Background: an optimization exercise with open tools, aiming at small area and a short achievable clock period. Do not read the settings as production practice. Only simulation tests tie the RTL to the original design; equivalence was not proved. Power and IR drop assume default switching activity.

==> v35 <==
==> flow/design.v <==
`timescale 1ns / 1ps
module RAM_B(input clka,input wea,input [5:0]addra,input [31:0]dina,
output [31:0]douta);
wire [31:0] q [0:63];
genvar g;
generate
  for (g = 0; g < 64; g = g + 1) begin : w
    reg [31:0] d;
    always @(posedge clka)
      if (wea && addra == g)
        d <= dina;
    assign q[g] = d;
  end
endgenerate
reg [31:0] even, odd;
integer i;
always @(*) begin
  even = 32'd0;
  odd = 32'd0;
  for (i = 0; i < 32; i = i + 1) begin
    even = even | ({32{addra[5:1] == i}} & q[2*i]);
    odd  = odd  | ({32{addra[5:1] == i}} & q[2*i+1]);
  end
end
assign douta = addra[0] ? odd : even;
endmodule
`timescale 1ns / 1ps
module ALU(
  input  [31:0] A, B,
  input  op_add, op_sub, op_and, op_or, op_xor, op_xnor, op_sltu, op_shl,
  output [31:0] F,
  output ZF, OF,
  output eq            
);
wire sub = op_sub | op_sltu;
wire [31:0] Bx = B ^ {32{sub}};
wire [33:0] s33 = {1'b0, A, 1'b1} + {1'b0, Bx, sub};
wire [31:0] S = s33[32:1];
wire c32 = s33[33];
wire lt = ~c32;
wire ovf = (A[31] == Bx[31]) & (S[31] != A[31]);
wire [31:0] x = A ^ B;
wire [31:0] o = A | B;
wire [31:0] a = A & B;
wire big = |A[31:5];
wire [31:0] sh = big ? 32'd0 : (B << A[4:0]);
assign F = ({32{op_add | op_sub}} & S) |
           ({32{op_and}} & a) |
           ({32{op_or}}  & o) |
           ({32{op_xor}} & x) |
           ({32{op_xnor}} & ~x) |
           ({32{op_shl}} & sh) |
           {31'd0, op_sltu & lt};
assign eq = (A == B);
wire z_add = (x == {o[30:0], 1'b0});
wire z_and = ~|a;
wire z_or  = ~|o;
wire z_xor = eq;
wire z_xnor = &x;
wire z_shl = ~|sh;
assign ZF = (op_add & z_add) | (op_sub & eq) | (op_and & z_and) | (op_or & z_or) |
            (op_xor & z_xor) | (op_xnor & z_xnor) | (op_sltu & ~lt) | (op_shl & z_shl);
assign OF = (op_add | op_sub) & ovf;
endmodule
`timescale 1ns / 1ps
module Register_file(
  input  [4:0]  R_Addr_A,
  input  [4:0]  R_Addr_B,
  input  [4:0]  W_Addr,
  input         Write_Reg,
  input  [31:0] W_Data,
  input         Clk,
  input         Reset,
  output reg [31:0] R_Data_A,
  output reg [31:0] R_Data_B
);
reg [31:1] valid;
wire [31:0] q [0:31];
assign q[0] = 32'd0;
genvar g;
generate
  for (g = 1; g < 32; g = g + 1) begin : r
    wire we = Write_Reg & (W_Addr == g);
    reg [31:0] d;
    always @(posedge Clk)
      if (we)
        d <= W_Data;
    always @(posedge Clk or posedge Reset)
      if (Reset)
        valid[g] <= 1'b0;
      else if (we)
        valid[g] <= 1'b1;
    assign q[g] = d;
  end
endgenerate
integer i;
always @(*) begin
  R_Data_A = 32'd0;
  R_Data_B = 32'd0;
  for (i = 1; i < 32; i = i + 1) begin
    R_Data_A = R_Data_A | ({32{(R_Addr_A == i) & valid[i]}} & q[i]);
    R_Data_B = R_Data_B | ({32{(R_Addr_B == i) & valid[i]}} & q[i]);
  end
end
endmodule
`timescale 1ns / 1ps
module OP_YIMA(
  input  [31:0] inst,
  output op_add, op_sub, op_and, op_or, op_xor, op_xnor, op_sltu, op_shl,
  output use_imm,      
  output imm_sext,     
  output Write_Reg,
  output w_rt,         
  output w_31,         
  output wd_mem,       
  output wd_pc4,       
  output Mem_Write,
  output is_jr, is_beq, is_bne, is_jmp
);
wire [5:0] op = inst[31:26];
wire [5:0] fn = inst[5:0];
wire rtype  = (op == 6'b000000);
wire r_add  = rtype & (fn == 6'b100000);
wire r_sub  = rtype & (fn == 6'b100010);
wire r_and  = rtype & (fn == 6'b100100);
wire r_or   = rtype & (fn == 6'b100101);
wire r_xor  = rtype & (fn == 6'b100110);
wire r_xnor = rtype & (fn == 6'b100111);
wire r_sltu = rtype & (fn == 6'b101011);
wire r_sllv = rtype & (fn == 6'b000100);
wire r_jr   = rtype & (fn == 6'b001000);
wire i_grp  = (op[5:3] == 3'b001);
wire i_addi = (op == 6'b001000);
wire i_andi = (op == 6'b001100);
wire i_xori = (op == 6'b001110);
wire i_sltiu= (op == 6'b001011);
wire lw     = (op == 6'b100011);
wire sw     = (op == 6'b101011);
wire beq    = (op == 6'b000100);
wire bne    = (op == 6'b000101);
wire jal    = (op == 6'b000011);
wire jmp    = (op[5:1] == 5'b00001);
assign op_sub  = r_sub | beq | bne;
assign op_and  = r_and | i_andi;
assign op_or   = r_or;
assign op_xor  = r_xor | i_xori;
assign op_xnor = r_xnor;
assign op_sltu = r_sltu | i_sltiu;
assign op_shl  = r_sllv;
assign op_add  = ~(op_sub | op_and | op_or | op_xor | op_xnor | op_sltu | op_shl);
assign use_imm = i_grp | lw | sw;
assign imm_sext = i_addi | lw | sw;
assign Write_Reg = r_add | r_sub | r_and | r_or | r_xor | r_xnor | r_sltu | r_sllv |
                   i_addi | i_andi | i_xori | i_sltiu | lw | jal;
assign w_rt = ~rtype;
assign w_31 = jal;
assign wd_mem = lw;
assign wd_pc4 = jal;
assign Mem_Write = sw;
assign is_jr = r_jr;
assign is_beq = beq;
assign is_bne = bne;
assign is_jmp = jmp;
endmodule
`timescale 1ns / 1ps
module pc(input clk,input rst,input is_jr,input take_br,input is_jmp,
input [31:0]R_Data_A,input [15:0]imm,input [25:0]address,
output [31:0]PC_new,output reg [31:0]PC);
assign PC_new = {PC[31:2] + 30'd1, PC[1:0]};
wire [31:0] br = {PC_new[31:2] + {{14{imm[15]}}, imm}, PC[1:0]};
always@(posedge clk or posedge rst)
begin
  if(rst)
     PC<=32'h00000000;
  else if(is_jr)
     PC<=R_Data_A;
  else if(take_br)
     PC<=br;
  else if(is_jmp)
     PC<={PC_new[31:28],address,2'b00};
  else
     PC<=PC_new;
end
endmodule
`timescale 1ns / 1ps
module TOP_RIJ_CPU(input rst,input clk,input [31:0]Inst_code,output ZF,
output OF,output [31:0]F,output [31:0]M_R_Data,output [31:0]PC);
wire op_add, op_sub, op_and, op_or, op_xor, op_xnor, op_sltu, op_shl;
wire use_imm, imm_sext, Write_Reg, w_rt, w_31, wd_mem, wd_pc4, Mem_Write;
wire is_jr, is_beq, is_bne, is_jmp;
wire [4:0] rs = Inst_code[25:21];
wire [4:0] rt = Inst_code[20:16];
wire [4:0] rd = Inst_code[15:11];
wire [15:0] imm = Inst_code[15:0];
wire [31:0] R_Data_A, R_Data_B, PC_new;
wire eq;
OP_YIMA op(.inst(Inst_code), .op_add(op_add), .op_sub(op_sub), .op_and(op_and),
  .op_or(op_or), .op_xor(op_xor), .op_xnor(op_xnor), .op_sltu(op_sltu), .op_shl(op_shl),
  .use_imm(use_imm), .imm_sext(imm_sext), .Write_Reg(Write_Reg), .w_rt(w_rt), .w_31(w_31),
  .wd_mem(wd_mem), .wd_pc4(wd_pc4), .Mem_Write(Mem_Write),
  .is_jr(is_jr), .is_beq(is_beq), .is_bne(is_bne), .is_jmp(is_jmp));
wire [4:0] W_Addr = w_31 ? 5'd31 : (w_rt ? rt : rd);
wire [31:0] W_Data = wd_pc4 ? PC_new : (wd_mem ? M_R_Data : F);
Register_file R_connect(rs, rt, W_Addr, Write_Reg, W_Data, clk, rst, R_Data_A, R_Data_B);
wire [31:0] ALU_B = use_imm ? {{16{imm_sext & imm[15]}}, imm} : R_Data_B;
ALU ALU_connect(.A(R_Data_A), .B(ALU_B), .op_add(op_add), .op_sub(op_sub), .op_and(op_and),
  .op_or(op_or), .op_xor(op_xor), .op_xnor(op_xnor), .op_sltu(op_sltu), .op_shl(op_shl),
  .F(F), .ZF(ZF), .OF(OF), .eq(eq));
wire take_br = (is_beq & eq) | (is_bne & ~eq);
pc pc_connect(.clk(clk), .rst(rst), .is_jr(is_jr), .take_br(take_br), .is_jmp(is_jmp),
  .R_Data_A(R_Data_A), .imm(imm), .address(Inst_code[25:0]), .PC_new(PC_new), .PC(PC));
RAM_B Data_Mem(.clka(clk), .wea(Mem_Write), .addra(F[5:0]), .dina(R_Data_B), .douta(M_R_Data));
endmodule
==> flow/run.sh <==
#!/bin/bash
# synth_recipe.tcl (not shown) runs the flow's synth.tcl, then flattens the netlist and writes it again
# the make line also repeats each setting of config.mk as NAME=value (left out here)
make -C /OpenROAD-flow-scripts/flow DESIGN_CONFIG=/design/flow/config.mk WORK_HOME=/design/flow/orfs CLKGATE_MAP_FILE= SYNTH_SCRIPT=/design/flow/synth_recipe.tcl finish
==> flow/config.mk <==
export PLATFORM = sky130hd
export DESIGN_NAME = TOP_RIJ_CPU
export DESIGN_NICKNAME = TOP_RIJ_CPU
export VERILOG_FILES = /design/flow/design.v
export SDC_FILE = /design/flow/constraint.sdc
export NUM_CORES = 4
export LEC_CHECK = 0
export CAP_MARGIN = 20
export CORE_MARGIN = 2
export CORE_UTILIZATION = 40
export SETUP_SLACK_MARGIN = 1.0
export SLEW_MARGIN = 20
==> flow/constraint.sdc <==
create_clock -name core_clock -period 14.0 [get_ports {clk}]
set_input_delay 2.8000 -clock core_clock [delete_from_list [all_inputs] [get_ports {clk}]]
set_output_delay 2.8000 -clock core_clock [all_outputs]
set_load 0.01 [all_outputs]
==> inputs of v28, as changes to v35 <==
==> flow/design.v, changed modules only <==
module RAM_B(input clka,input wea,input [31:0]line,input a0,input [31:0]dina,
output [31:0]douta);
wire [31:0] q [0:63];
genvar g;
generate
  for (g = 0; g < 64; g = g + 1) begin : w
    reg [31:0] d;
    always @(posedge clka)
      if (wea && line[g/2] && (a0 == g%2))
        d <= dina;
    assign q[g] = d;
  end
endgenerate
genvar b, j;
generate
  for (b = 0; b < 32; b = b + 1) begin : rb
    wire [31:0] ce, co;
    for (j = 0; j < 32; j = j + 1) begin : c
      assign ce[j] = q[2*j][b];
      assign co[j] = q[2*j+1][b];
    end
    MEM_MUX64 m(.s(line), .de(ce), .dod(co), .a0(a0), .y(douta[b]));
  end
endgenerate
endmodule
module MEM_MUX64(input [31:0] s, input [31:0] de, input [31:0] dod, input a0, output y);
assign y = a0 ? |(s & dod) : |(s & de);
endmodule
module ALU(
  input  [31:0] A, B,
  input  op_add, op_sub, op_and, op_or, op_xor, op_xnor, op_sltu, op_shl,
  output [31:0] F,
  output ZF, OF,
  output eq,           
  output [31:0] mline,   
  output ma0             
);
wire sub = op_sub | op_sltu;
wire [31:0] Bx = B ^ {32{sub}};
wire [33:0] s33 = {1'b0, A, 1'b1} + {1'b0, Bx, sub};
wire [31:0] S = s33[32:1];
wire c32 = s33[33];
wire lt = ~c32;
wire ovf = (A[31] == Bx[31]) & (S[31] != A[31]);
wire [31:0] x = A ^ B;
wire [31:0] o = A | B;
wire [31:0] a = A & B;
wire big = |A[31:5];
wire [31:0] sh = big ? 32'd0 : (B << A[4:0]);
assign F = ({32{op_add | op_sub}} & S) |
           ({32{op_and}} & a) |
           ({32{op_or}}  & o) |
           ({32{op_xor}} & x) |
           ({32{op_xnor}} & ~x) |
           ({32{op_shl}} & sh) |
           {31'd0, op_sltu & lt};
assign eq = (A == B);
wire arith = op_add | op_sub;
wire [5:0] dx = A[5:0] ^ Bx[5:0];
wire [5:0] dg = A[5:0] & Bx[5:0];
wire [5:0] dp = A[5:0] | Bx[5:0];
wire c1 = dg[0] | (dp[0] & sub);
wire [5:0] Fn = ({6{op_and}} & a[5:0]) | ({6{op_or}} & o[5:0]) |
                ({6{op_xor}} & x[5:0]) | ({6{op_xnor}} & ~x[5:0]) |
                ({6{op_shl}} & sh[5:0]) | {5'd0, op_sltu & lt};
genvar k;
generate
  for (k = 0; k < 32; k = k + 1) begin : ml
    wire [5:1] kb = k;
    wire t1 = (dx[1] ^ kb[1]) == c1;
    wire t2 = (kb[1] ? dg[1] : dp[1]) == (dx[2] ^ kb[2]);
    wire t3 = (kb[2] ? dg[2] : dp[2]) == (dx[3] ^ kb[3]);
    wire t4 = (kb[3] ? dg[3] : dp[3]) == (dx[4] ^ kb[4]);
    wire t5 = (kb[4] ? dg[4] : dp[4]) == (dx[5] ^ kb[5]);
    assign mline[k] = arith ? (t1 & t2 & t3 & t4 & t5) : (Fn[5:1] == k);
  end
endgenerate
assign ma0 = arith ? (dx[0] ^ sub) : Fn[0];
wire z_add = (x == {o[30:0], 1'b0});
wire z_and = ~|a;
wire z_or  = ~|o;
wire z_xor = eq;
wire z_xnor = &x;
wire z_shl = ~|sh;
assign ZF = (op_add & z_add) | (op_sub & eq) | (op_and & z_and) | (op_or & z_or) |
            (op_xor & z_xor) | (op_xnor & z_xnor) | (op_sltu & ~lt) | (op_shl & z_shl);
assign OF = (op_add | op_sub) & ovf;
endmodule
module Register_file(
  input  [4:0]  R_Addr_A,
  input  [4:0]  R_Addr_B,
  input  [4:0]  W_Addr,
  input         Write_Reg,
  input  [31:0] W_Data,
  input         Clk,
  input         Reset,
  output [31:0] R_Data_A,
  output [31:0] R_Data_B
);
reg [31:1] valid;
wire [31:0] q [0:31];
assign q[0] = 32'd0;
genvar g;
generate
  for (g = 1; g < 32; g = g + 1) begin : r
    wire we = Write_Reg & (W_Addr == g);
    reg [31:0] d;
    always @(posedge Clk)
      if (we)
        d <= W_Data;
    always @(posedge Clk or posedge Reset)
      if (Reset)
        valid[g] <= 1'b0;
      else if (we)
        valid[g] <= 1'b1;
    assign q[g] = d;
  end
endgenerate
wire [31:1] sa, sb;
generate
  for (g = 1; g < 32; g = g + 1) begin : s
    assign sa[g] = (R_Addr_A == g) & valid[g];
    assign sb[g] = (R_Addr_B == g) & valid[g];
  end
endgenerate
genvar b, j;
generate
  for (b = 0; b < 32; b = b + 1) begin : rb
    wire [30:0] col;
    for (j = 1; j < 32; j = j + 1) begin : c
      assign col[j-1] = q[j][b];
    end
    wire ya, yb;
    RF_MUX31 ma(.s(sa), .d(col), .y(ya));
    RF_MUX31 mb(.s(sb), .d(col), .y(yb));
    assign R_Data_A[b] = ya;
    assign R_Data_B[b] = yb;
  end
endgenerate
endmodule
module RF_MUX31(input [30:0] s, input [30:0] d, output y);
assign y = |(s & d);
endmodule
module TOP_RIJ_CPU(input rst,input clk,input [31:0]Inst_code,output ZF,
output OF,output [31:0]F,output [31:0]M_R_Data,output [31:0]PC);
wire op_add, op_sub, op_and, op_or, op_xor, op_xnor, op_sltu, op_shl;
wire use_imm, imm_sext, Write_Reg, w_rt, w_31, wd_mem, wd_pc4, Mem_Write;
wire is_jr, is_beq, is_bne, is_jmp;
wire [4:0] rs = Inst_code[25:21];
wire [4:0] rt = Inst_code[20:16];
wire [4:0] rd = Inst_code[15:11];
wire [15:0] imm = Inst_code[15:0];
wire [31:0] R_Data_A, R_Data_B, PC_new;
wire eq;
wire [31:0] mline;
wire ma0;
OP_YIMA op(.inst(Inst_code), .op_add(op_add), .op_sub(op_sub), .op_and(op_and),
  .op_or(op_or), .op_xor(op_xor), .op_xnor(op_xnor), .op_sltu(op_sltu), .op_shl(op_shl),
  .use_imm(use_imm), .imm_sext(imm_sext), .Write_Reg(Write_Reg), .w_rt(w_rt), .w_31(w_31),
  .wd_mem(wd_mem), .wd_pc4(wd_pc4), .Mem_Write(Mem_Write),
  .is_jr(is_jr), .is_beq(is_beq), .is_bne(is_bne), .is_jmp(is_jmp));
wire [4:0] W_Addr = w_31 ? 5'd31 : (w_rt ? rt : rd);
wire [31:0] W_Data = wd_pc4 ? PC_new : (wd_mem ? M_R_Data : F);
Register_file R_connect(rs, rt, W_Addr, Write_Reg, W_Data, clk, rst, R_Data_A, R_Data_B);
wire [31:0] ALU_B = use_imm ? {{16{imm_sext & imm[15]}}, imm} : R_Data_B;
ALU ALU_connect(.A(R_Data_A), .B(ALU_B), .op_add(op_add), .op_sub(op_sub), .op_and(op_and),
  .op_or(op_or), .op_xor(op_xor), .op_xnor(op_xnor), .op_sltu(op_sltu), .op_shl(op_shl),
  .F(F), .ZF(ZF), .OF(OF), .eq(eq), .mline(mline), .ma0(ma0));
wire take_br = (is_beq & eq) | (is_bne & ~eq);
pc pc_connect(.clk(clk), .rst(rst), .is_jr(is_jr), .take_br(take_br), .is_jmp(is_jmp),
  .R_Data_A(R_Data_A), .imm(imm), .address(Inst_code[25:0]), .PC_new(PC_new), .PC(PC));
RAM_B Data_Mem(.clka(clk), .wea(Mem_Write), .line(mline), .a0(ma0), .dina(R_Data_B), .douta(M_R_Data));
endmodule
==> flow/flow/run.sh (new file) <==
#!/bin/bash
set -euo pipefail
export BUFFER_PORTS_ARGS="-buffer_cell sky130_fd_sc_hd__buf_4"
export CTS_ARGS="-sink_clustering_enable -repair_clock_nets -dont_use_dummy_load -sink_clustering_size 25 -sink_clustering_max_diameter 80"
export MAX_REPAIR_ANTENNAS_ITER_DRT=8
bash standard.sh > standard.log 2>&1
==> flow/standard.sh (new file) <==
#!/bin/bash
# synth_recipe.tcl (not shown) runs the flow's synth.tcl, then flattens the netlist and writes it again
# the make line also repeats each setting of config.mk as NAME=value (left out here)
make -C /OpenROAD-flow-scripts/flow DESIGN_CONFIG=/design/flow/config.mk WORK_HOME=/design/flow/orfs CLKGATE_MAP_FILE= SYNTH_SCRIPT=/design/flow/synth_recipe.tcl "${@:-finish}"
--- a/flow/config.mk
+++ b/flow/config.mk
@@ -9,4 +9,8 @@
 export CORE_MARGIN = 2
 export CORE_UTILIZATION = 40
-export SETUP_SLACK_MARGIN = 1.0
+export PLACE_DENSITY = 0.5
+export SETUP_SLACK_MARGIN = 3.0
 export SLEW_MARGIN = 20
+export SYNTH_HIERARCHICAL = 1
+export SYNTH_MINIMUM_KEEP_SIZE = 0
+export TNS_END_PERCENT = 10
removed: flow/run.sh
==> comparison table <==
quantity                                                                            v28                             v35
Global-route wire length before repair                                        738000 µm                       937000 µm
Status                                                 no timing/DRC/antenna violations        finished with violations
Reasons for failing layout checks                                                     -                   antenna rules
First-iteration detailed-routing DRC count                                        13800                           23100
HP Start                                                 R_connect.valid[8]$_DFFE_PP0P_  R_connect.valid[2]$_DFFE_PP0P_
Simple-gate share of the synthesized area                                        0.0605                           0.122
Slowest stage delay, CP                                                          730 ps                          630 ps
Multiplexer share of the synthesized area                                        0.0180                         0.00725
Share of the final layout cell area in sequential cells                           0.618                           0.568
Via count of the first global-routing pass                                        83200                           99300
Critical Path End                                                          M_R_Data[21]                     M_R_Data[8]
Synthesis-to-layout area growth                                                   17.6%                           23.7%
Number of placed instances with taps included                                     12400                           14400
Power Density                                                                144 mW/mm²                      151 mW/mm²
XOR/XNOR Fraction of Synth Area                                                  0.0101                         0.00935

==> what the ideal ports hide <==
The results above use ideal ports. As a check the final layouts listed here were re-extracted and re-timed, cells and wires unchanged.
Step 1 (the two cells are an assumption about what drives the block):
set clk [get_ports {clk}]
set_driving_cell -lib_cell sky130_fd_sc_hd__clkbuf_16 $clk
set_driving_cell -lib_cell sky130_fd_sc_hd__buf_2 [delete_from_list [all_inputs] $clk]
Step 2, shift: input delay + t, output delay - t, t = (earliest + latest rising clock arrival at the registers) / 2. This alone moves slack from input paths to output paths.
Three values: no drivers, after step 1, after step 2; two values: the first two.
run | shift t [ns] | setup slack, ns | latest minus earliest clock arrival (ns) | cell pins on the clock port's net
v35 | 1.026 | 0.768 / 0.737 / 0.737 | 0.124 / 0.125 | 1
v28 | 0.978 | 1.904 / 1.787 / 1.787 | 0.123 / 0.123 | 1
The setup slack of v28, which loses most, moves by -0.117 ns with the drivers and by -0.117 ns with both steps.
